What follows belongs to an exercise in optimizing a design on an open flow for small area and a short achievable clock period; a production flow would make more cautious choices. The RTL was checked by simulation tests, not by an equivalence proof against the original design. Power is estimated from default activity; no workload was simulated.

## flow/config.mk

```make
export PLATFORM = sky130hd
export DESIGN_NAME = calc_top
export DESIGN_NICKNAME = calc_top
export VERILOG_FILES = /design/flow/design.v
export SDC_FILE = /design/flow/constraint.sdc
export NUM_CORES = 4
export LEC_CHECK = 0
export CAP_MARGIN = 20
export CORE_MARGIN = 2
export CORE_UTILIZATION = 65
export CTS_BUF_LIST = sky130_fd_sc_hd__clkbuf_8
export CTS_CLUSTER_DIAMETER = 40
export CTS_CLUSTER_SIZE = 16
export PLACE_DENSITY = 0.8
export SLEW_MARGIN = 20
```

## flow/constraint.sdc

```tcl
create_clock -name core_clock -period 28.0 [get_ports {clk}]
set_input_delay 5.6000 -clock core_clock [delete_from_list [all_inputs] [get_ports {clk}]]
set_output_delay 5.6000 -clock core_clock [all_outputs]
set_load 0.01 [all_outputs]
```

## flow/design.v

```verilog
module fa(
input a,input b,input ci, output s, output co
);
reg s_out,c_out;
always @(*)
begin
s_out=a^b^ci;
c_out=a&b|a&ci|b&ci;
end
assign s=s_out;
assign co=c_out;
endmodule
module add17bit_2sComp(
   input 		     [16:0]		A,
	input 		     [16:0]		B,
	input 		         		ci,
	output		     [16:0]		calculate_out
);
wire [16:0] s;
wire [16:0] co;
fa fa0(A[0],B[0],ci,s[0],co[0]);
fa fa1(A[1],B[1],co[0],s[1],co[1]);
fa fa2(A[2],B[2],co[1],s[2],co[2]);
fa fa3(A[3],B[3],co[2],s[3],co[3]);
fa fa4(A[4],B[4],co[3],s[4],co[4]);
fa fa5(A[5],B[5],co[4],s[5],co[5]);
fa fa6(A[6],B[6],co[5],s[6],co[6]);
fa fa7(A[7],B[7],co[6],s[7],co[7]);
fa fa8(A[8],B[8],co[7],s[8],co[8]);
fa fa9(A[9],B[9],co[8],s[9],co[9]);
fa fa10(A[10],B[10],co[9],s[10],co[10]);
fa fa11(A[11],B[11],co[10],s[11],co[11]);
fa fa12(A[12],B[12],co[11],s[12],co[12]);
fa fa13(A[13],B[13],co[12],s[13],co[13]);
fa fa14(A[14],B[14],co[13],s[14],co[14]);
fa fa15(A[15],B[15],co[14],s[15],co[15]);
fa fa16(A[16],B[16],co[15],s[16],co[16]);
assign calculate_out[16:0]=s;
endmodule 
module add20bit_2sComp(
   input 		     [19:0]		A,
	input 		     [19:0]		B,
	input 		         		ci,
	output		     [19:0]		calculate_out
);
wire [19:0] s;
wire [19:0] co;
fa fa0(A[0],B[0],ci,s[0],co[0]);
fa fa1(A[1],B[1],co[0],s[1],co[1]);
fa fa2(A[2],B[2],co[1],s[2],co[2]);
fa fa3(A[3],B[3],co[2],s[3],co[3]);
fa fa4(A[4],B[4],co[3],s[4],co[4]);
fa fa5(A[5],B[5],co[4],s[5],co[5]);
fa fa6(A[6],B[6],co[5],s[6],co[6]);
fa fa7(A[7],B[7],co[6],s[7],co[7]);
fa fa8(A[8],B[8],co[7],s[8],co[8]);
fa fa9(A[9],B[9],co[8],s[9],co[9]);
fa fa10(A[10],B[10],co[9],s[10],co[10]);
fa fa11(A[11],B[11],co[10],s[11],co[11]);
fa fa12(A[12],B[12],co[11],s[12],co[12]);
fa fa13(A[13],B[13],co[12],s[13],co[13]);
fa fa14(A[14],B[14],co[13],s[14],co[14]);
fa fa15(A[15],B[15],co[14],s[15],co[15]);
fa fa16(A[16],B[16],co[15],s[16],co[16]);
fa fa17(A[17],B[17],co[16],s[17],co[17]);
fa fa18(A[18],B[18],co[17],s[18],co[18]);
fa fa19(A[19],B[19],co[18],s[19],co[19]);
assign calculate_out[19:0]=s;
endmodule 
module bin2bcd
(
	input wire [9:0] bin,
	output wire [3:0] bcd2,bcd1,bcd0,
	output reg neg
);
reg [9:0] abs_bin, rem, ones;
reg [3:0] tens, honds;
always @ (*) begin
	if (bin[9] == 1'b1) 
		begin
		abs_bin = (~bin) + 10'b00_0000_0001;
		neg = 1'b1;
		end
	else 
		begin
		abs_bin = bin;
		neg = 1'b0;
		end
	if (abs_bin >= 10'd500)
		begin
		honds = 4'h5;
		rem = abs_bin - 10'd500; 
		end 
	else if (abs_bin >= 10'd400 && abs_bin < 10'd500)
	   begin
		honds = 4'h4;
		rem = abs_bin - 10'd400;
		end
	else if (abs_bin >= 10'd300 && abs_bin < 10'd400)
	   begin
		honds = 4'h3;
		rem = abs_bin - 10'd300;
		end
	else if (abs_bin >= 10'd200 && abs_bin < 10'd300)
	   begin
		honds = 4'h2;
		rem = abs_bin - 10'd200;
		end
	else if (abs_bin >= 10'd100 && abs_bin < 10'd200)
	   begin
		honds = 4'h1;
		rem = abs_bin - 10'd100;
		end
	else 
	   begin
		honds = 4'h0;
		rem = abs_bin;
		end
	if (rem >= 10'd090)
		begin
		tens = 4'h9;
		ones = rem - 10'd090;
		end
	else if (rem >= 10'd080 && rem < 10'd090)
		begin
		tens = 4'h8;
		ones = rem - 10'd080;
		end
	else if (rem >= 10'd070 && rem < 10'd080)
		begin
		tens = 4'h7;
		ones = rem - 10'd070;
		end
	else if (rem >= 10'd060 && rem < 10'd070)
		begin
		tens = 4'h6;
		ones = rem - 10'd060;
		end
	else if (rem >= 10'd050 && rem < 10'd060)
		begin
		tens = 4'h5;
		ones = rem - 10'd050;
		end
	else if (rem >= 10'd040 && rem < 10'd050)
		begin
		tens = 4'h4;
		ones = rem - 10'd040;
		end
	else if (rem >= 10'd030 && rem < 10'd040)
		begin
		tens = 4'h3;
		ones = rem - 10'd030;
		end
	else if (rem >= 10'd020 && rem < 10'd030)
		begin
		tens = 4'h2;
		ones = rem - 10'd020;
		end
	else if (rem >= 10'd010 && rem < 10'd020)
		begin
		tens = 4'h1;
		ones = rem - 10'd010;
		end
	else 
		begin
		tens = 4'h0;
		ones = rem;
		end
end
assign bcd0 = ones [3:0];
assign bcd1 = tens;
assign bcd2 = honds;
endmodule 
module edge_detection ( 
input clock, 
input input_signal, 
output reg rising_transition
);
reg n; 
wire rising_transition_c;
assign rising_transition_c = ~n & input_signal;
always @(posedge clock) begin 
n                 <= input_signal; 
rising_transition <= rising_transition_c; 
end
endmodule
module cal(
input clk,
input [1:0] KEY,
input [6:2] SW,
input [15:0] smooth_out,
output [1:0] LEDR,
output reg nothing,
output reg [9:0] BCD_in
);
reg enable1;
reg enable2;
reg state_c, state;
reg [15:0] operand1, operand2;
wire [16:0] num1, num2, num3, num4;
wire [16:0] calculate_out1, calculate_out2;
wire load, reset;
wire reset_edge, load_edge;
assign reset = ~KEY[0];
assign load = ~KEY[1];
edge_detection my_edge1(.clock(clk),.input_signal(reset),.rising_transition(reset_edge));
edge_detection my_edge2(.clock(clk),.input_signal(load),.rising_transition(load_edge));
reg [1:0] LED;
assign LEDR[1:0] = LED[1:0];
always @ (*) begin
state_c = state;
LED = 2'b01;
enable1 = 1'b0;
enable2 = 1'b0;
case (state)
1'b0:begin LED = 2'b01; if (load_edge == 1'b1) begin state_c = 1'b1; enable1 = 1'b1; end end
1'b1:begin LED = 2'b10; if (load_edge == 1'b1) begin state_c = 1'b0; enable2 = 1'b1; end end
endcase
if (reset_edge == 1'b1) begin
state_c = 1'b0;
LED = 2'b01;
end
end
always @ (posedge clk) begin
	state <= state_c;
	if (enable1 == 1'b1) begin
		operand1 <= smooth_out;
	end
	if (enable2 == 1'b1) begin
		operand2 <= smooth_out;
   end
end
parameter smooth = 5'b00_001;
parameter operand_1 = 5'b00_010;
parameter operand_2 = 5'b00_100;
parameter add = 5'b01_000;
parameter sub = 5'b10_000;
assign num1 = {operand1[15],operand1};
assign num2 = {operand2[15],operand2};
assign num3 = {operand1[15],operand1};
assign num4 = ~({operand2[15],operand2});
always @ (*) begin
	case (SW[6:2])
	smooth: begin
		BCD_in = smooth_out[9:0];
		nothing = 1'b0;
	end
	operand_1: begin
		BCD_in = operand1[9:0];
		nothing = 1'b0;
	end
	operand_2: begin
		BCD_in = operand2[9:0];
		nothing = 1'b0;
	end
	add: begin
		BCD_in = calculate_out1[9:0];
		nothing = 1'b0;
	end
	sub: begin
		BCD_in = calculate_out2[9:0];
		nothing = 1'b0;
	end
	default: begin
		BCD_in = 10'd0;
		nothing = 1'b1;
	end
	endcase
end
add17bit_2sComp my_add(.A(num1), .B(num2), .ci(1'b0), .calculate_out(calculate_out1));
add17bit_2sComp my_sub(.A(num3), .B(num4), .ci(1'b1), .calculate_out(calculate_out2));
endmodule 
module seg7(
	output		     [7:0]		HEX0,
	output		     [7:0]		HEX1,
	output		     [7:0]		HEX2,
	output		     [7:0]		HEX3,
	output		     [7:0]		HEX4,
	output		     [7:0]		HEX5,
	input                      clk,
	input                      rst,
	input                      nothing,
   input 		     [11:0]		display,
	input                      neg
);
  reg [31:0] out; 
  reg [12:0] count, count_c;  
always @(count or rst) begin
		count_c = count + 13'd1;
		if (count == 13'd4400) begin
		count_c = 13'd0;
		end
		if (rst == 1'b1) begin
		count_c = 13'd0;
		end
end
always @ (posedge clk) begin
	count <= count_c;
end
always @(*) begin
	 case (display [3:0])  
	 4'b0000: begin 
	 out [7:0] = 8'b11000000; 
	 end 
	 4'b0001: begin 
	 out [7:0] = 8'b11111001; 
	 end 
	 4'b0010: begin 
	 out [7:0] = 8'b10100100; 
	 end 
	 4'b0011: begin 
	 out [7:0] = 8'b10110000; 
	 end 
	 4'b0100: begin 
	 out [7:0] = 8'b10011001; 
	 end 
	 4'b0101: begin 
	 out [7:0]= 8'b10010010; 
	 end 
	 4'b0110: begin 
	 out [7:0]= 8'b10000010; 
	 end 
	 4'b0111: begin 
	 out [7:0]= 8'b11111000; 
	 end
	 4'b1000: begin 
	 out [7:0]= 8'b10000000; 
	 end 
	 4'b1001: begin 
	 out [7:0]= 8'b10010000; 
	 end 
	 4'b1010: begin 
	 out [7:0]= 8'b10001000; 
	 end 
	 4'b1011: begin 
	 out [7:0]= 8'b10000011; 
	 end
	 4'b1100: begin 
	 out [7:0]= 8'b11000110; 
	 end 
	 4'b1101: begin 
	 out [7:0]= 8'b10100001; 
	 end 
	 4'b1110: begin 
	 out [7:0]= 8'b10000110; 
	 end 
	 4'b1111: begin 
	 out [7:0]= 8'b10001110; 
	 end
	 default: begin 
	 out [7:0]= 8'b11111111; 
	 end 
	 endcase 
	 case (display [7:4])  
	 4'b0000: begin 
	 out [15:8]= 8'b11000000; 
	 end 
	 4'b0001: begin 
	 out [15:8]= 8'b11111001; 
	 end 
	 4'b0010: begin 
	 out [15:8]= 8'b10100100; 
	 end 
	 4'b0011: begin 
	 out [15:8]= 8'b10110000; 
	 end 
	 4'b0100: begin 
	 out [15:8]= 8'b10011001; 
	 end 
	 4'b0101: begin 
	 out [15:8]= 8'b10010010; 
	 end 
	 4'b0110: begin 
	 out [15:8]= 8'b10000010; 
	 end 
	 4'b0111: begin 
	 out [15:8]= 8'b11111000; 
	 end
	 4'b1000: begin 
	 out [15:8]= 8'b10000000; 
	 end 
	 4'b1001: begin 
	 out [15:8]= 8'b10010000; 
	 end 
	 4'b1010: begin 
	 out [15:8]= 8'b10001000; 
	 end 
	 4'b1011: begin 
	 out [15:8]= 8'b10000011; 
	 end
	 4'b1100: begin 
	 out [15:8]= 8'b11000110; 
	 end 
	 4'b1101: begin 
	 out [15:8]= 8'b10100001; 
	 end 
	 4'b1110: begin 
	 out [15:8]= 8'b10000110; 
	 end 
	 4'b1111: begin 
	 out [15:8]= 8'b10001110; 
	 end
	 default: begin 
	 out [15:8]= 8'b11111111; 
	 end 
	 endcase 
	 case (display [11:8])  
	 4'b0000: begin 
	 out [23:16]= 8'b11000000; 
	 end 
	 4'b0001: begin 
	 out [23:16]= 8'b11111001; 
	 end 
	 4'b0010: begin 
	 out [23:16]= 8'b10100100; 
	 end 
	 4'b0011: begin 
	 out [23:16]= 8'b10110000; 
	 end 
	 4'b0100: begin 
	 out [23:16]= 8'b10011001; 
	 end 
	 4'b0101: begin 
	 out [23:16]= 8'b10010010; 
	 end 
	 4'b0110: begin 
	 out [23:16]= 8'b10000010; 
	 end 
	 4'b0111: begin 
	 out [23:16]= 8'b11111000; 
	 end
	 4'b1000: begin 
	 out [23:16]= 8'b10000000; 
	 end 
	 4'b1001: begin 
	 out [23:16]= 8'b10010000; 
	 end 
	 4'b1010: begin 
	 out [23:16]= 8'b10001000; 
	 end 
	 4'b1011: begin 
	 out [23:16]= 8'b10000011; 
	 end
	 4'b1100: begin 
	 out [23:16]= 8'b11000110; 
	 end 
	 4'b1101: begin 
	 out [23:16]= 8'b10100001; 
	 end 
	 4'b1110: begin 
	 out [23:16]= 8'b10000110; 
	 end 
	 4'b1111: begin 
	 out [23:16]= 8'b10001110; 
	 end
	 default: begin 
	 out [23:16]= 8'b11111111; 
	 end 
	 endcase 
	 case (neg)
	 1'b1: begin
	 out [31:24]= 8'b10111111;
	 end
	 default: begin 
	 out [31:24]= 8'b11111111; 
	 end 
	 endcase
    if (nothing == 1'b1) begin 
	 if (count <= 13'd2200) begin
	 out [7:0] = 8'b1011_1111;
	 out[15:8] = 8'b1011_1111;
	 out[23:16] = 8'b1011_1111; 
	 out[31:24] = 8'b1011_1111;
	 end 
	 else begin
	 out [7:0] = 8'b1111_1111;
	 out[15:8] = 8'b1111_1111;
	 out[23:16] = 8'b1111_1111; 
	 out[31:24] = 8'b1111_1111;
	 end
	 end
 end 
assign HEX0[7:0]=out[7:0];
assign HEX1[7:0]=out[15:8];
assign HEX2[7:0]=out[23:16];
assign HEX3[7:0]=out[31:24];
assign HEX4[7:0]= 8'b11111111;
assign HEX5[7:0]= 8'b11111111;
endmodule
module smooth_filter(
input clk,
input reset,
input [15:0] in,
input [1:0] SW,
output [15:0] out
);
reg [6:0] count, count_c;
wire en;
always @(reset or count) begin
	if (reset == 1'b1) begin
		count_c = 7'd0;
	end
	else begin
		count_c = count + 7'd1;
	end
end
assign en = (count == 7'd99);
reg [15:0] r1, r2, r3, r4, r5, r6, r7, r8, r9, r10, r11, r12, r13, r14, r15, r16;
always @ (posedge clk) begin
	count <= count_c;
	if (en == 1'b1) begin
		r1 <= in;
		r2 <= r1;
		r3 <= r2;
		r4 <= r3;
		r5 <= r4;
		r6 <= r5;
		r7 <= r6;
		r8 <= r7;
		r9 <= r8;
		r10 <= r9;
		r11 <= r10;
		r12 <= r11;
		r13 <= r12;
		r14 <= r13;
		r15 <= r14;
		r16 <= r15;
	end
end
reg [19:0] sum;
wire [19:0] num1, num2, num3, num4, num5, num6, num7, num8;
wire [19:0] num9, num10, num11, num12, num13, num14, num15, num16;
wire ci=1'b0;
wire [19:0] calculate_out1, calculate_out2, calculate_out3, calculate_out4,
            calculate_out5, calculate_out6, calculate_out7, calculate_out8,
				calculate_out9, calculate_out10, calculate_out11, calculate_out12,
				calculate_out13, calculate_out14, calculate_out15;
assign num1 = {{4{r1[15]}},r1};
assign num2 = {{4{r2[15]}},r2};
assign num3 = {{4{r3[15]}},r3};
assign num4 = {{4{r4[15]}},r4};
assign num5 = {{4{r5[15]}},r5};
assign num6 = {{4{r6[15]}},r6};
assign num7 = {{4{r7[15]}},r7};
assign num8 = {{4{r8[15]}},r8};
assign num9 = {{4{r9[15]}},r9};
assign num10 = {{4{r10[15]}},r10};
assign num11 = {{4{r11[15]}},r11};
assign num12 = {{4{r12[15]}},r12};
assign num13 = {{4{r13[15]}},r13};
assign num14 = {{4{r14[15]}},r14};
assign num15 = {{4{r15[15]}},r15};
assign num16 = {{4{r16[15]}},r16};
always @(*) begin
	sum = num1;
	case (SW[1:0]) 
	2'b00:begin 
		sum = num1;
	end
	2'b01:begin
		sum = calculate_out1;
		sum = sum >> 1; 
	end
	2'b10:begin
		sum = calculate_out3;
		sum = sum >> 2;  
	end
	2'b11:begin
		sum = calculate_out15;
		sum = sum >> 4;  
	end
	endcase 
end
assign out = sum[15:0];
add20bit_2sComp my_adder1 (.A(num1),.B(num2),.ci(ci),.calculate_out(calculate_out1));
add20bit_2sComp my_adder2 (.A(calculate_out1),.B(num3),.ci(ci),.calculate_out(calculate_out2));
add20bit_2sComp my_adder3(.A(calculate_out2),.B(num4),.ci(ci),.calculate_out(calculate_out3));
add20bit_2sComp my_adder4(.A(calculate_out3),.B(num5),.ci(ci),.calculate_out(calculate_out4));
add20bit_2sComp my_adder5 (.A(calculate_out4),.B(num6),.ci(ci),.calculate_out(calculate_out5));
add20bit_2sComp my_adder6(.A(calculate_out5),.B(num7),.ci(ci),.calculate_out(calculate_out6));
add20bit_2sComp my_adder7(.A(calculate_out6),.B(num8),.ci(ci),.calculate_out(calculate_out7));
add20bit_2sComp my_adder8 (.A(calculate_out7),.B(num9),.ci(ci),.calculate_out(calculate_out8));
add20bit_2sComp my_adder9(.A(calculate_out8),.B(num10),.ci(ci),.calculate_out(calculate_out9));
add20bit_2sComp my_adder10(.A(calculate_out9),.B(num11),.ci(ci),.calculate_out(calculate_out10));
add20bit_2sComp my_adder11(.A(calculate_out10),.B(num12),.ci(ci),.calculate_out(calculate_out11));
add20bit_2sComp my_adder12(.A(calculate_out11),.B(num13),.ci(ci),.calculate_out(calculate_out12));
add20bit_2sComp my_adder13(.A(calculate_out12),.B(num14),.ci(ci),.calculate_out(calculate_out13));
add20bit_2sComp my_adder14(.A(calculate_out13),.B(num15),.ci(ci),.calculate_out(calculate_out14));
add20bit_2sComp my_adder15(.A(calculate_out14),.B(num16),.ci(ci),.calculate_out(calculate_out15));
endmodule 
module calc_top (
   input              clk,
   input              rst,
   input      [15:0]  data_x,
   input      [1:0]   KEY,
   input      [6:0]   SW,
   output     [7:0]   HEX0,
   output     [7:0]   HEX1,
   output     [7:0]   HEX2,
   output     [7:0]   HEX3,
   output     [7:0]   HEX4,
   output     [7:0]   HEX5,
   output     [1:0]   LEDR
   );
reg [6:0] cnt;
wire strobe = (cnt == 7'd46);
always @(posedge clk)
   cnt <= rst ? 7'd0 : {cnt[5:0], cnt[6] ^ cnt[5] ^ (cnt[5:0] == 6'd0)};
reg [13:0] n1;                  
reg [14*15-1:0] ring;           
reg [3:0]  q;                   
reg        pend;                
reg        acc;                 
reg [13:0] sa;                  
reg [11:0] sb;                  
reg [9:0]  f2, f4, f16;         
wire q_first = (q == 4'b0001);
wire q_last  = (q == 4'b1000);  
wire q_b     = (q == 4'b1110) | (q == 4'b1100) | q_last;    
wire ins = pend & q_first;
wire [13:0] tail = ring[14*15-1:14*14];
wire [13:0] sa_sum = sa + (strobe ? data_x[13:0] : acc ? tail : 14'd0);
wire [11:0] sb_sum = sb + (strobe ? data_x[11:0] : (acc & q_b) ? tail[11:0] : 12'd0);
always @(posedge clk) begin
   ring <= {ring[14*14-1:0], ins ? n1 : tail};
   if (!ins) q <= {q[2:0], q[3] ^ q[2] | q == 4'd0};
   pend <= strobe | (pend & ~ins);
   acc  <= ins | (acc & ~q_last);
   sa <= ins ? 14'd0 : sa_sum;
   sb <= ins ? 12'd0 : sb_sum;
   if (strobe) begin
      n1  <= data_x[13:0];
      f2  <= (data_x[10:0] + n1[10:0]) >> 1;
      f4  <= sb_sum[11:2];
      f16 <= sa_sum[13:4];
   end
end
reg [9:0] f;
always @(*) begin
   case (SW[1:0])
   2'b00: f = n1[9:0];
   2'b01: f = f2;
   2'b10: f = f4;
   default: f = f16;
   endcase
end
reg kn0, kn1, reset_edge, load_edge, state;
reg [9:0] op1, op2;
always @(posedge clk) begin
   kn0 <= ~KEY[0];
   kn1 <= ~KEY[1];
   reset_edge <= ~KEY[0] & ~kn0;
   load_edge  <= ~KEY[1] & ~kn1;
   if (reset_edge) state <= 1'b0;
   else if (load_edge) state <= ~state;
   if (load_edge & ~state) op1 <= f;
   if (load_edge &  state) op2 <= f;
end
assign LEDR = (reset_edge | ~state) ? 2'b01 : 2'b10;
wire [9:0] sum_v = op1 + op2;
wire [9:0] dif_v = op1 - op2;
wire [9:0] v = ({10{SW[2]}} & f)   | ({10{SW[3]}} & op1)   | ({10{SW[4]}} & op2) |
               ({10{SW[5]}} & sum_v) | ({10{SW[6]}} & dif_v);
wire nothing = (SW[6:2] != 5'b00001) & (SW[6:2] != 5'b00010) & (SW[6:2] != 5'b00100) &
               (SW[6:2] != 5'b01000) & (SW[6:2] != 5'b10000);
wire neg = v[9];
wire [4:0] hi = v[8:4] ^ {5{neg}};
reg [3:0] lo_o, hi_o, hi_t;
reg [0:0] lo_t;
reg [2:0] hi_h;
always @(*) begin
   case ({neg, v[3:0]})
   5'd0: begin lo_o = 4'd0; lo_t = 1'd0; end
   5'd1: begin lo_o = 4'd1; lo_t = 1'd0; end
   5'd2: begin lo_o = 4'd2; lo_t = 1'd0; end
   5'd3: begin lo_o = 4'd3; lo_t = 1'd0; end
   5'd4: begin lo_o = 4'd4; lo_t = 1'd0; end
   5'd5: begin lo_o = 4'd5; lo_t = 1'd0; end
   5'd6: begin lo_o = 4'd6; lo_t = 1'd0; end
   5'd7: begin lo_o = 4'd7; lo_t = 1'd0; end
   5'd8: begin lo_o = 4'd8; lo_t = 1'd0; end
   5'd9: begin lo_o = 4'd9; lo_t = 1'd0; end
   5'd10: begin lo_o = 4'd0; lo_t = 1'd1; end
   5'd11: begin lo_o = 4'd1; lo_t = 1'd1; end
   5'd12: begin lo_o = 4'd2; lo_t = 1'd1; end
   5'd13: begin lo_o = 4'd3; lo_t = 1'd1; end
   5'd14: begin lo_o = 4'd4; lo_t = 1'd1; end
   5'd15: begin lo_o = 4'd5; lo_t = 1'd1; end
   5'd16: begin lo_o = 4'd6; lo_t = 1'd1; end
   5'd17: begin lo_o = 4'd5; lo_t = 1'd1; end
   5'd18: begin lo_o = 4'd4; lo_t = 1'd1; end
   5'd19: begin lo_o = 4'd3; lo_t = 1'd1; end
   5'd20: begin lo_o = 4'd2; lo_t = 1'd1; end
   5'd21: begin lo_o = 4'd1; lo_t = 1'd1; end
   5'd22: begin lo_o = 4'd0; lo_t = 1'd1; end
   5'd23: begin lo_o = 4'd9; lo_t = 1'd0; end
   5'd24: begin lo_o = 4'd8; lo_t = 1'd0; end
   5'd25: begin lo_o = 4'd7; lo_t = 1'd0; end
   5'd26: begin lo_o = 4'd6; lo_t = 1'd0; end
   5'd27: begin lo_o = 4'd5; lo_t = 1'd0; end
   5'd28: begin lo_o = 4'd4; lo_t = 1'd0; end
   5'd29: begin lo_o = 4'd3; lo_t = 1'd0; end
   5'd30: begin lo_o = 4'd2; lo_t = 1'd0; end
   5'd31: begin lo_o = 4'd1; lo_t = 1'd0; end
   default: begin lo_o = 4'd0; lo_t = 1'd0; end
   endcase
   case (hi)
   5'd0: begin hi_o = 4'd0; hi_t = 4'd0; hi_h = 3'd0; end
   5'd1: begin hi_o = 4'd6; hi_t = 4'd1; hi_h = 3'd0; end
   5'd2: begin hi_o = 4'd2; hi_t = 4'd3; hi_h = 3'd0; end
   5'd3: begin hi_o = 4'd8; hi_t = 4'd4; hi_h = 3'd0; end
   5'd4: begin hi_o = 4'd4; hi_t = 4'd6; hi_h = 3'd0; end
   5'd5: begin hi_o = 4'd0; hi_t = 4'd8; hi_h = 3'd0; end
   5'd6: begin hi_o = 4'd6; hi_t = 4'd9; hi_h = 3'd0; end
   5'd7: begin hi_o = 4'd2; hi_t = 4'd1; hi_h = 3'd1; end
   5'd8: begin hi_o = 4'd8; hi_t = 4'd2; hi_h = 3'd1; end
   5'd9: begin hi_o = 4'd4; hi_t = 4'd4; hi_h = 3'd1; end
   5'd10: begin hi_o = 4'd0; hi_t = 4'd6; hi_h = 3'd1; end
   5'd11: begin hi_o = 4'd6; hi_t = 4'd7; hi_h = 3'd1; end
   5'd12: begin hi_o = 4'd2; hi_t = 4'd9; hi_h = 3'd1; end
   5'd13: begin hi_o = 4'd8; hi_t = 4'd0; hi_h = 3'd2; end
   5'd14: begin hi_o = 4'd4; hi_t = 4'd2; hi_h = 3'd2; end
   5'd15: begin hi_o = 4'd0; hi_t = 4'd4; hi_h = 3'd2; end
   5'd16: begin hi_o = 4'd6; hi_t = 4'd5; hi_h = 3'd2; end
   5'd17: begin hi_o = 4'd2; hi_t = 4'd7; hi_h = 3'd2; end
   5'd18: begin hi_o = 4'd8; hi_t = 4'd8; hi_h = 3'd2; end
   5'd19: begin hi_o = 4'd4; hi_t = 4'd0; hi_h = 3'd3; end
   5'd20: begin hi_o = 4'd0; hi_t = 4'd2; hi_h = 3'd3; end
   5'd21: begin hi_o = 4'd6; hi_t = 4'd3; hi_h = 3'd3; end
   5'd22: begin hi_o = 4'd2; hi_t = 4'd5; hi_h = 3'd3; end
   5'd23: begin hi_o = 4'd8; hi_t = 4'd6; hi_h = 3'd3; end
   5'd24: begin hi_o = 4'd4; hi_t = 4'd8; hi_h = 3'd3; end
   5'd25: begin hi_o = 4'd0; hi_t = 4'd0; hi_h = 3'd4; end
   5'd26: begin hi_o = 4'd6; hi_t = 4'd1; hi_h = 3'd4; end
   5'd27: begin hi_o = 4'd2; hi_t = 4'd3; hi_h = 3'd4; end
   5'd28: begin hi_o = 4'd8; hi_t = 4'd4; hi_h = 3'd4; end
   5'd29: begin hi_o = 4'd4; hi_t = 4'd6; hi_h = 3'd4; end
   5'd30: begin hi_o = 4'd0; hi_t = 4'd8; hi_h = 3'd4; end
   5'd31: begin hi_o = 4'd6; hi_t = 4'd9; hi_h = 3'd4; end
   default: begin hi_o = 4'd0; hi_t = 4'd0; hi_h = 3'd0; end
   endcase
end
wire [4:0] os = hi_o + lo_o;
wire c1 = os >= 5'd10;
wire [3:0] o = c1 ? os - 5'd10 : os;
wire [4:0] ts = hi_t + lo_t + c1;
wire c2 = ts >= 5'd10;
wire [3:0] t = c2 ? ts - 5'd10 : ts;
wire [2:0] h = hi_h + c2;
function [6:0] seg;
   input [3:0] d;
   case (d)
   4'd0: seg = 7'h40;
   4'd1: seg = 7'h79;
   4'd2: seg = 7'h24;
   4'd3: seg = 7'h30;
   4'd4: seg = 7'h19;
   4'd5: seg = 7'h12;
   4'd6: seg = 7'h02;
   4'd7: seg = 7'h78;
   4'd8: seg = 7'h00;
   default: seg = 7'h10;
   endcase
endfunction
reg        dash;
reg [11:0] bk;
wire bk_end = dash ? (bk == 12'd2371) : (bk == 12'd3233);
always @(posedge clk) begin
   if (rst) dash <= 1'b1;
   else if (bk_end) dash <= ~dash;
   bk <= (rst | bk_end) ? 12'd0 : {bk[10:0], ~(bk[11] ^ bk[10] ^ bk[9] ^ bk[3])};
end
wire [6:0] blank = dash ? 7'h3f : 7'h7f;
assign HEX0 = {1'b1, nothing ? blank : seg(o)};
assign HEX1 = {1'b1, nothing ? blank : seg(t)};
assign HEX2 = {1'b1, nothing ? blank : seg({1'b0, h})};
assign HEX3 = {1'b1, nothing ? blank : (neg ? 7'h3f : 7'h7f)};
assign HEX4 = 8'hff;
assign HEX5 = 8'hff;
endmodule
```

## flow/flow/run.sh

```bash
#!/bin/bash
# Own layout flow: the standard synthesis, then the combinational logic
# between the registers is mapped again by ABC (the registers, their names
# and cell types stay as the standard synthesis made them), then the standard flow's
# standard layout steps from floorplan to finish, with timing repair aiming
# past zero slack and plain buffers on the ports.
set -euo pipefail
W=$(pwd)
R=$W/orfs/results/$FLOW_PLATFORM/calc_top/base
ABC_SCRIPT="+strash;dc2;b;dch,-f;map;buffer;topo;dnsize"
ABC_SCRIPT2="+strash;dch,-f;amap;topo;dnsize"
MARGIN=13
YOSYS=yosys
[[ -x $FLOW_HOME/../tools/install/yosys/bin/yosys ]] && YOSYS=$FLOW_HOME/../tools/install/yosys/bin/yosys

bash standard.sh synth > $W/std_synth.log 2>&1
cp $R/1_2_yosys.v $W/std_netlist.v

DONT_USE=$(make -s -C $FLOW_HOME DESIGN_CONFIG=$W/config.mk WORK_HOME=$W/orfs print-DONT_USE_CELLS | sed -n 's/^DONT_USE_CELLS: *//p' | tail -1)
LIB=$(make -s -C $FLOW_HOME DESIGN_CONFIG=$W/config.mk WORK_HOME=$W/orfs print-LIB_FILES | sed -n 's/^LIB_FILES: *//p' | tail -1)
export REMAP_IN=$W/std_netlist.v REMAP_OUT=$W/remap_netlist.v REMAP_LIB="$LIB" \
       REMAP_DONT_USE="$DONT_USE" REMAP_TOP=$FLOW_TOP REMAP_SCRIPT="$ABC_SCRIPT" \
       REMAP_SCRIPT2="$ABC_SCRIPT2"
$YOSYS -c $W/flow/remap.tcl > $W/remap.log 2>&1
cp $W/remap_netlist.v $R/1_2_yosys.v
rm -f $R/1_synth.odb $R/1_synth.sdc

bash standard.sh SETUP_SLACK_MARGIN=$MARGIN \
   BUFFER_PORTS_ARGS="-buffer_cell sky130_fd_sc_hd__buf_2" finish > $W/layout.log 2>&1
```

## flow/flow/remap.tcl

```tcl
# Map the standard synthesis's combinational logic again.  The cone that
# drives the outputs (the critical paths, from SW to HEX) is mapped for
# delay, the rest for area.  Registers are kept as black boxes, so their
# instances, names and cell types are untouched.
yosys -import
set lib [lindex $::env(REMAP_LIB) 0]
read_liberty -ignore_miss_func -ignore_miss_dir $lib
read_verilog $::env(REMAP_IN)
hierarchy -top $::env(REMAP_TOP)
setattr -mod -set blackbox 1 sky130_fd_sc_hd__*df*
flatten
opt_clean -purge
set du {}
foreach c $::env(REMAP_DONT_USE) { lappend du -dont_use $c }
select -set oc o:HEX* o:LEDR* %u %ci*:-sky130_fd_sc_hd__dfxtp_1:-sky130_fd_sc_hd__edfxtp_1
abc -liberty $lib {*}$du -script $::env(REMAP_SCRIPT) @oc
select -clear
abc -liberty $lib {*}$du -script $::env(REMAP_SCRIPT2)
opt_clean -purge
hilomap -singleton -hicell sky130_fd_sc_hd__conb_1 HI -locell sky130_fd_sc_hd__conb_1 LO
setundef -zero
splitnets
opt_clean -purge
insbuf -buf sky130_fd_sc_hd__buf_4 A X
read_liberty -lib -ignore_miss_func -ignore_miss_dir $lib
hierarchy -top $::env(REMAP_TOP)
tee -o remap_stat.txt stat -liberty $lib
check -assert
write_verilog -noattr -nohex -nodec $::env(REMAP_OUT)
```

## flow/standard.sh

```bash
#!/bin/bash
# synth_recipe.tcl (not shown) runs the flow's synth.tcl, then flattens the netlist and writes it again
# the make line also repeats each setting of config.mk as NAME=value (left out here)
make -C /OpenROAD-flow-scripts/flow DESIGN_CONFIG=/design/flow/config.mk WORK_HOME=/design/flow/orfs CLKGATE_MAP_FILE= SYNTH_SCRIPT=/design/flow/synth_recipe.tcl "${@:-finish}"
```

==> metrics.md, run 1 <==
| Metric | Value |
|---|---|
| Number of DRC markers in iteration 0 | `672` |
| Placed cell areas | `12,300 µm²` |
| Wire per inst | `15.79 µm` |
| Antenna violations before repair | `1` |
| DRC violation count after routing | `0` |
| Largest stage delay, worst path | `0.30 ns` |
| Total number of nets in the final design | `1,386` |
| H-tree Lvls | `1` |
| Synthesis-to-layout area growth | `15.68%` |
| Yosys warnings | `1` |
| Gate Count Post-Synth | `1,240` |
| Horizontal extent of the die | `139.1 µm` |
| Overall track demand over capacity in global routing | `24.64%` |
| Starting density of the core | `66.07%` |
| Clock Skews | `0.02374 ns` |
| Result of the run | `no timing/DRC/antenna violations` |
| Worst Tran Pin Value | `1.047 ns` |
| Total wirelength of the detailed-routed design | `25,440 µm` |
| Ratio of routed vias to standard cells | `5.725` |
| Max Cap Viol | `0` |
| Setup repair after global routing missed its margin | `true` |
| Die area | `19,350 µm²` |
| Setup TNS | `0 ns` |
| Placed wire-length estimate after detailed placement | `16,370 µm` |
| Total Power Consumption | `966.4 µW` |
| Number of clock sinks | `331` |
| IR Drop Worst-Case VDD | `0.06273 mV` |
| Leak pwr | `5.580 nW` |
| Kind of launch point of the worst setup path | `input pin` |
| Die Y-Extent | `139.1 µm` |
| I/O pin count | `77` |
| Vias | `9,223` |
| Top library cells by usage in the layout, fill and taps aside | `sky130_fd_sc_hd__dfxtp_1 (263), sky130_fd_sc_hd__nand2_1 (162), sky130_fd_sc_hd__nor2_1 (135)` |
| Critical path required time | `22.40 ns` |
| Standard-cell row count | `49` |
| Hold Path Class | `flip-flop to flip-flop` |
| # fillers | `1,227` |
| Antenna Violating Nets Remaining | `0` |
| Root buf cell | `sky130_fd_sc_hd__clkbuf_8` |
| Worst path bufs/invs | `7` |
| Overall overflow remaining after global route | `0` |
| Count of endpoints failing hold in the final timing report | `0` |
| Number of endpoints failing setup at the final stage | `0` |
| Core region area | `17,960 µm²` |
| Layout cell share with drive strength beyond 1 | `15.79%` |
| Final GP Congestion | `0.9322` |
| Final critical-path share of the clock period | `53.32%` |
| Non-Filler Instances | `1,611` |
| Clock latency on the worst-skew pair | `0.59 ns` |
| Vias in the first global route | `8,536` |
| Clock transition at the register clock pins on the worst setup and hold paths after CTS | `0.10 ns` |
| Global-route wire length before repair | `39,750 µm` |
| Worst slew margin relative to its limit | `29.94%` |
| CTS Buf Count | `31` |
| Kind of capture point of the worst setup path | `output pin` |
| Longest Clk Path Bufs | `3` |
| Dominant cell type by count on the critical path | `sky130_fd_sc_hd__buf_4` |
| CP top delay family | `compound AO/OA/AOI/OAI gates` |
| Count of buffers inserted at the top-level ports | `48` |
| Time the worst path needs with I/O delays and setup | `14.93 ns` |
| Timing-limited maximum frequency | `0.06698 GHz` |
| Mapped cell area | `11,870 µm²` |
| CTS tree | `built` |
| Summed area of non-filler cells in the final layout | `13,730 µm²` |
| Most common cell after layout, fill and taps aside | `sky130_fd_sc_hd__dfxtp_1` |
| Number of cells after detailed placement | `1,512` |
| Power density over the cells | `70.40 nW/µm²` |
| Critical-path maximum fanout | `13` |
| Pin count of the biggest net entering global routing | `50` |
| Slowest cell on crit path | `sky130_fd_sc_hd__nand4_1` |
| Per-instance average area after synthesis | `9.571 µm²` |
| Cell breakdown of the critical path | `buf_8, clkinvlp_4, buf_4, a21oi_4, a22oi_2, nand2_1, o221ai_1, a31oi_1, nand2_2, nand4_1, a22oi_2, nand4_1, nand3_2, a211oi_2, nand4_1, a21oi_2, buf_4, xnor3_2, buf_4, buf_4, nand2_1, o21ai_0, buf_2` |
| Drt pass-1 iters | `5` |
| Type of the worst setup path | `input pin to output pin` |
| Arrival time at the worst endpoint | `9.33 ns` |
| Max Slew Vio Count | `0` |
worst paths after layout:
kind	from	endpoint	slack [ns]	cells after the start
worst max register to register	cnt[0]$_SDFF_PP0_	sb[11]$_SDFF_PP0_	21.94	29
worst min register to register	ring[136]$_DFF_P_	ring[150]$_DFF_P_	0.30	0
worst max-delay path	SW[1]	HEX1[2]	13.07	23
worst min-delay path	ring[136]$_DFF_P_	ring[150]$_DFF_P_	0.30	0
registers in the layout, summed over array words and instances (netlist names), 10 cells and up:
signal,cells
bk,12
op2,10
n1,14
op1,10
sb,12
f4,10
sa,14
ring,210
f16,10
f2,10
timing repair:
item                       in CTS  in global routing
pin swaps                       8                 29
hold buffers                    0                  0
setup buffers                  10                 33
setup endpoints to repair      21                 21
resized for setup              43                 61
area by class of cell:
class | instances | area, µm² | area share [%]
sequential | 331 | 7307 | 53.23
multi-input combinational | 779 | 4385 | 31.94
inverter | 122 | 478.0 | 3.482
tap | 229 | 286.5 | 2.087
clock buffer | 32 | 440.4 | 3.208
antenna | 1 | 2.502 | 0.01823
clock inverter | 23 | 225.2 | 1.641
timing repair buffer | 94 | 603.1 | 4.393
per-stage QoR:
step / util (%) / hold slack, ns / worst slack [ns]
2_1_floorplan: - / 0.3096 / 13.58
3_3_place_gp: 68.45 / 0.3102 / 11.59
3_5_place_dp: 68.45 / 0.3121 / 11.53
4_1_cts: 73.60 / 0.3065 / 13.01
5_1_grt: 76.41 / 0.3085 / 12.88
6_report: 76.42 / 0.3021 / 13.07
metal layers:
metal	wire length (µm)	vias up	share of wire (%)	global-route usage, %
li1	-	4483	-	-
met1	10740	4277	42	33.12
met2	12150	386	48	41.38
met3	1683	77	6.6	3.488
met4	865	0	3.4	8.506
met5	0	-	0	0
power by group:
group	switching (mW)	total, mW	internal [mW]	leakage (nW)
logic	0.108	0.175	0.0671	2.46
clock network	0.167	0.300	0.134	0.367
registers	0.00214	0.491	0.489	2.75
==> run 2: changes to the inputs <==
--- a/flow/flow/run.sh
+++ b/flow/flow/run.sh
@@ -8,7 +8,7 @@
 W=$(pwd)
 R=$W/orfs/results/$FLOW_PLATFORM/calc_top/base
-ABC_SCRIPT="+strash;dc2;b;dch,-f;map;buffer;topo;dnsize"
+ABC_SCRIPT="+strash;dc2;b;dch,-f;map;topo;dnsize"
 ABC_SCRIPT2="+strash;dch,-f;amap;topo;dnsize"
-MARGIN=13
+MARGIN=13.3
 YOSYS=yosys
 [[ -x $FLOW_HOME/../tools/install/yosys/bin/yosys ]] && YOSYS=$FLOW_HOME/../tools/install/yosys/bin/yosys
==> run 2 against run 1 <==
Cell count is 0.19% higher. Cell area is 3.0% higher. Setup slack better by 0.17 ns. Non-clock buffer count is 6 higher. Register-to-register slack better by 0.39 ns. Critical path type unchanged. Critical endpoint unchanged. Largest cell class unchanged. Largest power group unchanged.
==> metrics.md, run 2 <==
| Metric | Value |
|---|---|
| Antenna Violating Nets Remaining | `0` |
| Clock transition at the register clock pins on the worst setup and hold paths after CTS | `0.10 ns` |
| Vias in the first global route | `8,674` |
| Timing-limited maximum frequency | `0.06777 GHz` |
| Hold Path Class | `flip-flop to flip-flop` |
| # diodes | `0` |
| Total wirelength of the detailed-routed design | `26,810 µm` |
| Layout cell share with drive strength beyond 1 | `18.84%` |
| Hold depth | `0` |
| Overall overflow remaining after global route | `0` |
| Flip-flop count of the largest register, all copies and words added | `210` |
| Top library cells by usage in the layout, fill and taps aside | `sky130_fd_sc_hd__dfxtp_1 (263), sky130_fd_sc_hd__nand2_1 (150), sky130_fd_sc_hd__nor2_1 (130)` |
| Clock latency on the worst-skew pair | `0.62 ns` |
| I/O pin count | `77` |
| Count of buffers inserted at the top-level ports | `48` |
| Overall track demand over capacity in global routing | `25.41%` |
| Gate Count Post-Synth | `1,232` |
| Yosys warnings | `1` |
| End point of the most critical hold path | `ring[80]$_DFF_P_` |
| Standard-cell row count | `49` |
| Kind of capture point of the worst setup path | `output pin` |
| Time the worst path needs with I/O delays and setup | `14.76 ns` |
| Critical-path maximum fanout | `6` |
| Vias | `9,340` |
| Setup repair after global routing missed its margin | `true` |
| Result of the run | `no timing/DRC/antenna violations` |
| Max Slew Vio Count | `0` |
| Largest registers | `ring (210), n1 (14), sa (14)` |
| Number of clock sinks | `331` |
| Clock Skews | `0.05033 ns` |
| Per-instance average area after synthesis | `9.605 µm²` |
| CTS tree | `built` |
| Worst Reg-to-Reg Cells | `29` |
| Core region area | `17,900 µm²` |
| Root buf cell | `sky130_fd_sc_hd__clkbuf_8` |
| Arrival time at the worst endpoint | `9.16 ns` |
| Total number of nets in the final design | `1,393` |
| Flop-to-flop setup slack | `22.33 ns` |
| Kind of launch point of the worst setup path | `input pin` |
| Die area | `19,300 µm²` |
| Register bank with the most flops | `ring` |
| Starting density of the core | `66.10%` |
| Synthesis-to-layout area growth | `19.43%` |
| Placed wire-length estimate after detailed placement | `16,730 µm` |
| Horizontal extent of the die | `138.9 µm` |
| Final critical-path share of the clock period | `52.70%` |
| Global-route wire length before repair | `40,670 µm` |
| Hold_sp | `ring[66]$_DFF_P_` |
| Antenna violations before repair | `0` |
| Number of endpoints failing setup at the final stage | `0` |
| Worst Tran Pin Value | `1.057 ns` |
| Most common cell after layout, fill and taps aside | `sky130_fd_sc_hd__dfxtp_1` |
| H-tree Lvls | `1` |
| Worst r2r src | `cnt[4]$_SDFF_PP0_` |
| Die Y-Extent | `138.9 µm` |
| Ratio of routed vias to standard cells | `5.787` |
| Leak pwr | `5.470 nW` |
| DRC violation count after routing | `0` |
| Wire per inst | `16.61 µm` |
| Pin count of the biggest net entering global routing | `50` |
| Setup TNS | `0 ns` |
| Worst slew margin relative to its limit | `29.39%` |
| Endpoint of the lowest-slack register-to-register path | `sb[11]$_SDFF_PP0_` |
| Longest Clk Path Bufs | `3` |
| Count of endpoints failing hold in the final timing report | `0` |
| Mapped cell area | `11,830 µm²` |
| Final GP Congestion | `0.9013` |
| IR Drop Worst-Case VDD | `0.06091 mV` |
| Drt pass-1 iters | `8` |
| Total Power Consumption | `984.4 µW` |
| Type of the worst setup path | `input pin to output pin` |
| CTS Buf Count | `30` |
| Number of DRC markers in iteration 0 | `762` |
| Max Cap Viol | `0` |
| Critical path required time | `22.40 ns` |
| Power density over the cells | `69.65 nW/µm²` |
run 2: area by class of cell:
type | count | area, µm²
clock buffer | 33 | 454.2
clock inverter | 18 | 196.4
fill | 1164 | 3769
inverter | 122 | 503.0
multi-input combinational | 779 | 4612
sequential | 331 | 7307
tap | 229 | 286.5
timing repair buffer | 100 | 757.0
timing repair inverter | 2 | 17.52
run 2: what timing repair did:
item | CTS | global route
endpoints found under the setup margin | 21 | 21
resized for setup | 68 | 105
hold buffers | 0 | 0
cloned | 0 | 5
buffers inserted | 16 | 29
pin swaps | 16 | 48
run 2: worst max-delay path by stage:
| stage | from | end | slack (ns) | cells past startpoint |
|---|---|---|---|---|
| after floorplan | SW[0] | HEX2[5] | 13.45 | 18 |
| after global placement | SW[0] | HEX2[3] | 11.88 | 20 |
| after detailed placement | SW[0] | HEX2[3] | 11.82 | 21 |
| after CTS | SW[1] | HEX1[0] | 13.30 | 23 |
| after global routing | SW[5] | HEX1[5] | 13.09 | 22 |
| final | SW[0] | HEX1[2] | 13.24 | 22 |
run 2: critical path, cell delays in order:
cell                       delay [ns]
sky130_fd_sc_hd__buf_16          0.13
sky130_fd_sc_hd__a21oi_1         0.19
sky130_fd_sc_hd__a22oi_2         0.15
sky130_fd_sc_hd__nand2_1         0.10
sky130_fd_sc_hd__o221ai_2        0.10
sky130_fd_sc_hd__a31oi_1         0.21
sky130_fd_sc_hd__nand2_2         0.17
sky130_fd_sc_hd__a31oi_4         0.33
sky130_fd_sc_hd__nor2_4          0.09
sky130_fd_sc_hd__nand4_1         0.15
sky130_fd_sc_hd__nand3_4         0.13
sky130_fd_sc_hd__o21bai_2        0.24
sky130_fd_sc_hd__o211ai_1        0.27
sky130_fd_sc_hd__buf_4           0.19
sky130_fd_sc_hd__nand3_4         0.11
sky130_fd_sc_hd__buf_6           0.15
sky130_fd_sc_hd__nand4_1         0.20
sky130_fd_sc_hd__nand2_1         0.12
sky130_fd_sc_hd__nand2_1         0.13
sky130_fd_sc_hd__nand2_1         0.07
sky130_fd_sc_hd__o21ai_0         0.16
sky130_fd_sc_hd__buf_2           0.15
run 2: power breakdown:
part / total [mW] / internal [mW] / switching [mW]
Combinational: 0.197 / 0.0748 / 0.122
Clock: 0.296 / 0.134 / 0.162
Sequential: 0.491 / 0.489 / 0.00230
run 2: per-stage QoR:
stage | utilization (%) | worst slack [ns] | hold WS (ns) | cells | instance area, µm²
final | 78.95 | 13.24 | 0.3211 | 1614 | 14130
after global routing | 78.95 | 13.09 | 0.3226 | 1614 | 14130
after CTS | 74.78 | 13.30 | 0.3247 | 1580 | 13390
after detailed placement | 68.74 | 11.82 | 0.3121 | 1513 | 12310
after global placement | 68.74 | 11.88 | 0.3097 | 1513 | 12310
after floorplan | - | 13.45 | 0.3096 | 1257 | 11930
run 2: routing by layer:
metal  wire [µm]  vias up  track usage (%)  part of all wire (%)
met5           0        -                0                     0
met4         996        0            10.63                   3.7
met3        1495       88            3.591                   5.6
met2       13210      355            43.01                    49
met1       11100     4377            33.10                    41
li1            -     4520                -                     -
==> run 3: changes to the inputs <==
--- a/flow/flow/run.sh
+++ b/flow/flow/run.sh
@@ -10,5 +10,5 @@
 ABC_SCRIPT="+strash;dc2;b;dch,-f;map;topo;dnsize"
 ABC_SCRIPT2="+strash;dch,-f;amap;topo;dnsize"
-MARGIN=13.3
+MARGIN=12.7
 YOSYS=yosys
 [[ -x $FLOW_HOME/../tools/install/yosys/bin/yosys ]] && YOSYS=$FLOW_HOME/../tools/install/yosys/bin/yosys
==> run 3 against run 2 <==
Area after synthesis unchanged. Highest routed layer unchanged. Still clean. Largest cell class unchanged. Synthesized cell count unchanged. Sequential power about the same. Critical endpoint is now HEX1[0].
==> metrics.md, run 3 <==
| Metric | Value |
|---|---|
| Root buf cell | `sky130_fd_sc_hd__clkbuf_8` |
| Total net switching power | `261.4 µW` |
| Horizontal extent of the die | `138.9 µm` |
| Antenna violations before repair | `1` |
| Worst Tran Pin Value | `0.9967 ns` |
| Worst Reg-to-Reg Cells | `28` |
| Vias | `8,904` |
| Yosys warnings | `1` |
| Flop-to-flop setup slack | `22.01 ns` |
| Count of buffers inserted at the top-level ports | `48` |
| Overall overflow remaining after global route | `0` |
| Setup repair after global routing missed its margin | `true` |
| Layout cell share with drive strength beyond 1 | `10.86%` |
| Mapped cell area | `11,830 µm²` |
| Max Slew Vio Count | `0` |
| Die area | `19,300 µm²` |
| Power density over the cells | `69.58 nW/µm²` |
| Worst r2r src | `cnt[0]$_SDFF_PP0_` |
| Pin count of the biggest net entering global routing | `50` |
| Power share of the combinational group | `16.0%` |
| Result of the run | `no timing/DRC/antenna violations` |
| Leak pwr | `5.098 nW` |
| CTS tree | `built` |
| Flip-flop count of the largest register, all copies and words added | `210` |
| H-tree Lvls | `1` |
| Per-instance average area after synthesis | `9.605 µm²` |
| DRC violation count after routing | `0` |
| Summed area of non-filler cells in the final layout | `13,140 µm²` |
| Drt pass-1 iters | `5` |
| Cell internal power dissipation | `652.8 µW` |
| Critical path required time | `22.40 ns` |
| Gate Count Post-Synth | `1,232` |
| Core region area | `17,900 µm²` |
| Register bank with the most flops | `ring` |
| Kind of launch point of the worst setup path | `input pin` |
| Kind of capture point of the worst setup path | `output pin` |
| Hold Worst Slack | `0.3134 ns` |
| Timing-limited maximum frequency | `0.06626 GHz` |
| Longest Clk Path Bufs | `3` |
| IR Drop Worst-Case VDD | `0.06395 mV` |
| Count of endpoints failing hold in the final timing report | `0` |
| I/O pin count | `77` |
| Most common cell after layout, fill and taps aside | `sky130_fd_sc_hd__dfxtp_1` |
| Hold_sp | `ring[136]$_DFF_P_` |
| Finished Core Util | `73.40%` |
| Placed wire-length estimate after detailed placement | `16,190 µm` |
| Hold depth | `0` |
| Ratio of routed vias to standard cells | `5.653` |
| Number of cells after detailed placement | `1,512` |
| Endpoint of the lowest-slack register-to-register path | `sb[11]$_SDFF_PP0_` |
| Overall track demand over capacity in global routing | `23.94%` |
| Wire per inst | `14.93 µm` |
| # fillers | `1,326` |
| Worst Setup Slack post-DPL | `11.41 ns` |
| Clock transition at the register clock pins on the worst setup and hold paths after CTS | `0.09 ns` |
| Total wirelength of the detailed-routed design | `23,520 µm` |
| Worst slew margin relative to its limit | `33.31%` |
| Global-route wire length before repair | `38,490 µm` |
| Synthesis-to-layout area growth | `11.04%` |
| Clock latency on the worst-skew pair | `0.57 ns` |
| Seq pwr share | `53.7%` |
| Critical-path maximum fanout | `19` |
| Placed cell areas | `12,300 µm²` |
| Post-CTS Hold Fix Bufs | `0` |
| Final critical-path share of the clock period | `53.90%` |
| Number of endpoints failing setup at the final stage | `0` |
| Non-Filler Instances | `1,575` |
| Largest registers | `ring (210), n1 (14), sa (14)` |
| Hold Path Class | `flip-flop to flip-flop` |
| Number of DRC markers in iteration 0 | `754` |
| Die Y-Extent | `138.9 µm` |
| Final GP Congestion | `0.9456` |
| Slack of the critical path | `12.91 ns` |
| Max Cap Viol | `0` |
| Part of the power in the clock network | `30.4%` |
| Vias in the first global route | `8,337` |
| Standard-cell row count | `49` |
| Arrival time at the worst endpoint | `9.49 ns` |
| Top library cells by usage in the layout, fill and taps aside | `sky130_fd_sc_hd__dfxtp_1 (263), sky130_fd_sc_hd__nand2_1 (173), sky130_fd_sc_hd__nor2_1 (137)` |
| Number of clock sinks | `331` |
| CTS Buf Count | `31` |
| Clock Skews | `0.01535 ns` |
| Total number of nets in the final design | `1,350` |
| Antenna Violating Nets Remaining | `0` |
| Total Power Consumption | `914.3 µW` |
| End point of the most critical hold path | `ring[150]$_DFF_P_` |
| Fraction of power spent switching nets | `28.60%` |
| Starting density of the core | `66.10%` |
| Setup TNS | `0 ns` |
| Type of the worst setup path | `input pin to output pin` |
| Time the worst path needs with I/O delays and setup | `15.09 ns` |
run 3: cell count changes in the layout (fill, tap and decap cells not counted), sizes merged:
cell | before | now
buf | 95 | 58
clkbuf | 38 | 32
clkinv | 117 | 129
bufinv | 2 | 0
diode | 0 | 1
inv | 19 | 12
run 3: critical path, cell delays in order:
cell and delay [ns]:
sky130_fd_sc_hd__buf_4 0.20, sky130_fd_sc_hd__inv_8 0.13, sky130_fd_sc_hd__nand2_1 0.06, sky130_fd_sc_hd__a22oi_1 0.43
sky130_fd_sc_hd__a211oi_1 0.15, sky130_fd_sc_hd__nand2_1 0.22, sky130_fd_sc_hd__o2111a_1 0.42, sky130_fd_sc_hd__nor2_1 0.16
sky130_fd_sc_hd__nand4_1 0.13, sky130_fd_sc_hd__nand3_1 0.20, sky130_fd_sc_hd__a211oi_2 0.28, sky130_fd_sc_hd__nand4_1 0.17
sky130_fd_sc_hd__a21oi_2 0.26, sky130_fd_sc_hd__o22ai_1 0.15, sky130_fd_sc_hd__nand3_1 0.18, sky130_fd_sc_hd__nand2_1 0.14
sky130_fd_sc_hd__nand2_1 0.08, sky130_fd_sc_hd__nand2_1 0.11, sky130_fd_sc_hd__a31o_2 0.28, sky130_fd_sc_hd__buf_2 0.14
run 3: worst max path at each step:
| stage | start | endpoint | slack, ns | depth (start not counted) |
|---|---|---|---|---|
| after global routing | SW[1] | HEX2[3] | 12.69 | 22 |
| after detailed placement | SW[0] | HEX1[0] | 11.41 | 20 |
| final | SW[0] | HEX1[0] | 12.91 | 20 |
| after global placement | SW[0] | HEX2[3] | 11.56 | 21 |
| after floorplan | SW[0] | HEX2[5] | 13.21 | 18 |
| after CTS | SW[0] | HEX2[3] | 12.81 | 22 |
run 3: cell type report:
type / count / area [µm²] / area share (%)
repair buffers: 58 / 320.3 / 2.438
clock inverters: 23 / 178.9 / 1.362
well taps: 229 / 286.5 / 2.181
clock buffers: 32 / 440.4 / 3.352
inverters: 122 / 470.5 / 3.580
flip-flops and latches: 331 / 7307 / 55.61
multi-input cells: 779 / 4134 / 31.46
diodes: 1 / 2.502 / 0.01904
run 3: metal layers:
layer,vias to the layer above,global-route usage [%],routed length (µm),part of all wire [%]
met5,-,0,0,0
met4,0,8.666,668,2.8
met1,4136,32.57,10360,44
met3,64,3.315,1341,5.7
li1,4425,-,-,-
met2,279,39.67,11150,47
run 3: timing repair:
action | CTS | global route
setup endpoints to repair | 21 | 16
gates resized for setup | 21 | 25
pin swaps | 2 | 6
buffers inserted | 5 | 2
run 3: power groups by stage:
stage / combinational [mW] / clock [mW] / sequential, mW
2_1_floorplan: 0.102 / 0 / 0.502
3_3_place_gp: 0.130 / 0 / 0.502
3_5_place_dp: 0.133 / 0 / 0.502
4_1_cts: 0.137 / 0.284 / 0.491
5_1_grt: 0.160 / 0.303 / 0.492
6_report: 0.146 / 0.278 / 0.491
==> run 4: changes to the inputs <==
--- a/flow/flow/run.sh
+++ b/flow/flow/run.sh
@@ -10,5 +10,5 @@
 ABC_SCRIPT="+strash;dc2;b;dch,-f;map;topo;dnsize"
 ABC_SCRIPT2="+strash;dch,-f;amap;topo;dnsize"
-MARGIN=12.7
+MARGIN=13
 YOSYS=yosys
 [[ -x $FLOW_HOME/../tools/install/yosys/bin/yosys ]] && YOSYS=$FLOW_HOME/../tools/install/yosys/bin/yosys
@@ -27,3 +27,3 @@
 
 bash standard.sh SETUP_SLACK_MARGIN=$MARGIN \
-   BUFFER_PORTS_ARGS="-buffer_cell sky130_fd_sc_hd__buf_2" finish > $W/layout.log 2>&1
+   BUFFER_PORTS_ARGS="-buffer_cell sky130_fd_sc_hd__buf_1" finish > $W/layout.log 2>&1
==> run 4 against run 3 <==
Total power rose by 5.2%. Non-clock buffer count is 25 higher. Flip-flop and latch count is the same. Cell count up 1.7%. Highest routed layer unchanged. Still clean.
==> metrics.md, run 4 <==
| Metric | Value |
|---|---|
| Result of the run | `no timing/DRC/antenna violations` |
| Power density over the cells | `71.12 nW/µm²` |
| Final critical-path share of the clock period | `53.30%` |
| Top library cells by usage in the layout, fill and taps aside | `sky130_fd_sc_hd__dfxtp_1 (263), sky130_fd_sc_hd__nand2_1 (166), sky130_fd_sc_hd__nor2_1 (137)` |
| Antenna violations before repair | `0` |
| Starting density of the core | `66.10%` |
| Max Cap Viol | `0` |
| Core region area | `17,900 µm²` |
| DRC violation count after routing | `0` |
| Post-CTS Hold Fix Bufs | `0` |
| Clock transition at the register clock pins on the worst setup and hold paths after CTS | `0.10 ns` |
| Number of endpoints failing setup at the final stage | `0` |
| H-tree Lvls | `2` |
| Longest Clk Path Bufs | `3` |
| Overall track demand over capacity in global routing | `25.13%` |
| Hold depth | `0` |
| Overall overflow remaining after global route | `0` |
| Clock Skews | `0.05510 ns` |
| Worst slew margin relative to its limit | `28.63%` |
| # diodes | `0` |
| Final GP Congestion | `0.9050` |
| Global-route wire length before repair | `40,080 µm` |
| Pin count of the biggest net entering global routing | `50` |
| Most common cell after layout, fill and taps aside | `sky130_fd_sc_hd__dfxtp_1` |
| I/O pin count | `77` |
| Placed wire-length estimate after detailed placement | `16,180 µm` |
| Power share of the combinational group | `16.6%` |
| Kind of capture point of the worst setup path | `output pin` |
| Number of DRC markers in iteration 0 | `641` |
| Clock latency on the worst-skew pair | `0.54 ns` |
| CTS tree | `built` |
| Gate Count Post-Synth | `1,232` |
| Critical path required time | `22.40 ns` |
| Total wirelength of the detailed-routed design | `25,100 µm` |
| Worst Reg-to-Reg Cells | `28` |
| CTS Buf Count | `34` |
| Mapped cell area | `11,830 µm²` |
| Flip-flop count of the largest register, all copies and words added | `210` |
| Arrival time at the worst endpoint | `9.33 ns` |
| Total Power Consumption | `961.9 µW` |
| Layout cell share with drive strength beyond 1 | `11.94%` |
| Leak pwr | `5.211 nW` |
| IR Drop Worst-Case VDD | `0.05871 mV` |
| Fraction of power spent switching nets | `27.88%` |
| Number of clock sinks | `331` |
| Flop-to-flop setup slack | `22.31 ns` |
| Die Y-Extent | `138.9 µm` |
| # fillers | `1,226` |
| Timing-limited maximum frequency | `0.06700 GHz` |
| Type of the worst setup path | `input pin to output pin` |
| Drt pass-1 iters | `5` |
| Max Slew Vio Count | `0` |
| Count of endpoints failing hold in the final timing report | `0` |
| Ratio of routed vias to standard cells | `5.737` |
| Time the worst path needs with I/O delays and setup | `14.93 ns` |
| Die area | `19,300 µm²` |
| Register bank with the most flops | `ring` |
| Per-instance average area after synthesis | `9.605 µm²` |
| Largest registers | `ring (210), n1 (14), sa (14)` |
| Wire per inst | `15.67 µm` |
| Critical-path maximum fanout | `19` |
| Synthesis-to-layout area growth | `14.30%` |
| Setup repair after global routing missed its margin | `true` |
| Total number of nets in the final design | `1,378` |
| Cell internal power dissipation | `693.7 µW` |
| Seq pwr share | `51.1%` |
| Antenna Violating Nets Remaining | `0` |
| Worst Tran Pin Value | `1.067 ns` |
| Count of buffers inserted at the top-level ports | `48` |
| Vias in the first global route | `8,652` |
| Total net switching power | `268.2 µW` |
| Horizontal extent of the die | `138.9 µm` |
| Part of the power in the clock network | `32.3%` |
| Hold Path Class | `flip-flop to flip-flop` |
| Vias | `9,190` |
| Kind of launch point of the worst setup path | `input pin` |
| Yosys warnings | `1` |
| Root buf cell | `sky130_fd_sc_hd__clkbuf_8` |
| Setup TNS | `0 ns` |
| Standard-cell row count | `49` |
==> run 4: power by group through the flow <==
| stage | clock, mW | sequential [mW] | combinational, mW |
|---|---|---|---|
| finish | 0.311 | 0.491 | 0.160 |
| CTS | 0.318 | 0.491 | 0.141 |
| global placement | 0 | 0.502 | 0.128 |
| detailed placement | 0 | 0.502 | 0.130 |
| floorplan | 0 | 0.502 | 0.102 |
| global route | 0.335 | 0.492 | 0.175 |
==> run 4: path summary, 6_finish.rpt <==
kind	from	end
worst max register to register	cnt[0]$_SDFF_PP0_	sb[11]$_SDFF_PP0_
worst min-delay path	ring[65]$_DFF_P_	ring[79]$_DFF_P_
worst max-delay path	SW[0]	HEX2[0]
worst min register to register	ring[65]$_DFF_P_	ring[79]$_DFF_P_
==> run 4: metal layers <==
metal	vias up	track usage, %	share of wire [%]
li1	4485	-	-
met1	4274	33.07	44
met2	346	42.03	48
met3	85	4.420	5.9
met4	0	9.410	3.0
met5	-	0	0
==> run 4: repair_timing <==
action | in CTS | in global routing
pin swaps | 5 | 13
endpoints found under the setup margin | 21 | 21
gates resized for setup | 41 | 50
buffers inserted | 11 | 20
==> run 4: worst max-delay path, stage by stage <==
cell,delay (ns)
sky130_fd_sc_hd__buf_8,0.15
sky130_fd_sc_hd__clkinv_8,0.10
sky130_fd_sc_hd__nand2_1,0.08
sky130_fd_sc_hd__a22oi_2,0.25
sky130_fd_sc_hd__nand2_1,0.09
sky130_fd_sc_hd__o221ai_1,0.11
sky130_fd_sc_hd__a31oi_1,0.09
sky130_fd_sc_hd__nand2_2,0.21
sky130_fd_sc_hd__nand4_1,0.35
sky130_fd_sc_hd__inv_2,0.17
sky130_fd_sc_hd__nor2_4,0.05
sky130_fd_sc_hd__nand4_1,0.12
sky130_fd_sc_hd__nand3_2,0.15
sky130_fd_sc_hd__o21bai_1,0.25
sky130_fd_sc_hd__o211ai_1,0.30
sky130_fd_sc_hd__buf_4,0.18
sky130_fd_sc_hd__o2bb2ai_2,0.15
sky130_fd_sc_hd__nand3_2,0.19
sky130_fd_sc_hd__nand3_2,0.14
sky130_fd_sc_hd__nand2_1,0.12
sky130_fd_sc_hd__o21ai_2,0.15
sky130_fd_sc_hd__o2bb2ai_1,0.12
sky130_fd_sc_hd__buf_1,0.16
==> run 4: per-stage QoR <==
stage	hold slack (ns)	utilization (%)	instance area, µm²	setup WS [ns]	instances
floorplan	0.3096	-	11930	13.21	1257
detailed placement	0.3121	68.39	12240	10.88	1513
global placement	0.3096	68.39	12240	11.04	1513
finish	0.3217	75.55	13530	13.07	1602
CTS	0.3252	73.58	13170	13.00	1582
global route	0.3291	75.55	13530	12.90	1602
==> run 4: cell type report <==
type	instances	area, µm²	share of cell area (%)
clock buffer	38	523.0	3.867
inverter	122	485.5	3.589
tap	229	286.5	2.118
clock inverter	20	177.7	1.314
timing repair buffer	83	466.7	3.451
multi-input combinational	779	4279	31.64
sequential	331	7307	54.02

[separate check: timing with driven ports]
How much do the figures lean on ideal ports? The routed layouts below were timed once more, with nothing changed but the port constraints.
Step 1, drivers: a clkbuf_16 drives clk and a buf_2 each remaining input, both assumed.
Step 2 also shifts input and output timing later by t, the mid clock arrival at the registers, as if the neighbouring blocks saw the same clock.
Three values: no drivers, after step 1, after step 2; two values: the first two.
run | shift t [ns] | setup WS [ns] | worst setup path at the end | clock arrival spread, ns | cell pins on the clock port's net
run 1 | 0.623 | 13.071 / 12.990 / 12.990 | input to output | 0.025 / 0.024 | 1
run 2 | 0.635 | 13.243 / 13.080 / 13.080 | input to output | 0.056 / 0.055 | 1
run 3 | 0.603 | 12.907 / 12.862 / 12.862 | input to output | 0.020 / 0.019 | 1
run 4 | 0.557 | 13.075 / 13.018 / 13.018 | input to output | 0.055 / 0.055 | 1
After both steps setup and hold are still met in every run listed. The setup slack of run 2, which loses most, moves by -0.163 ns with the drivers and by -0.163 ns with both steps.
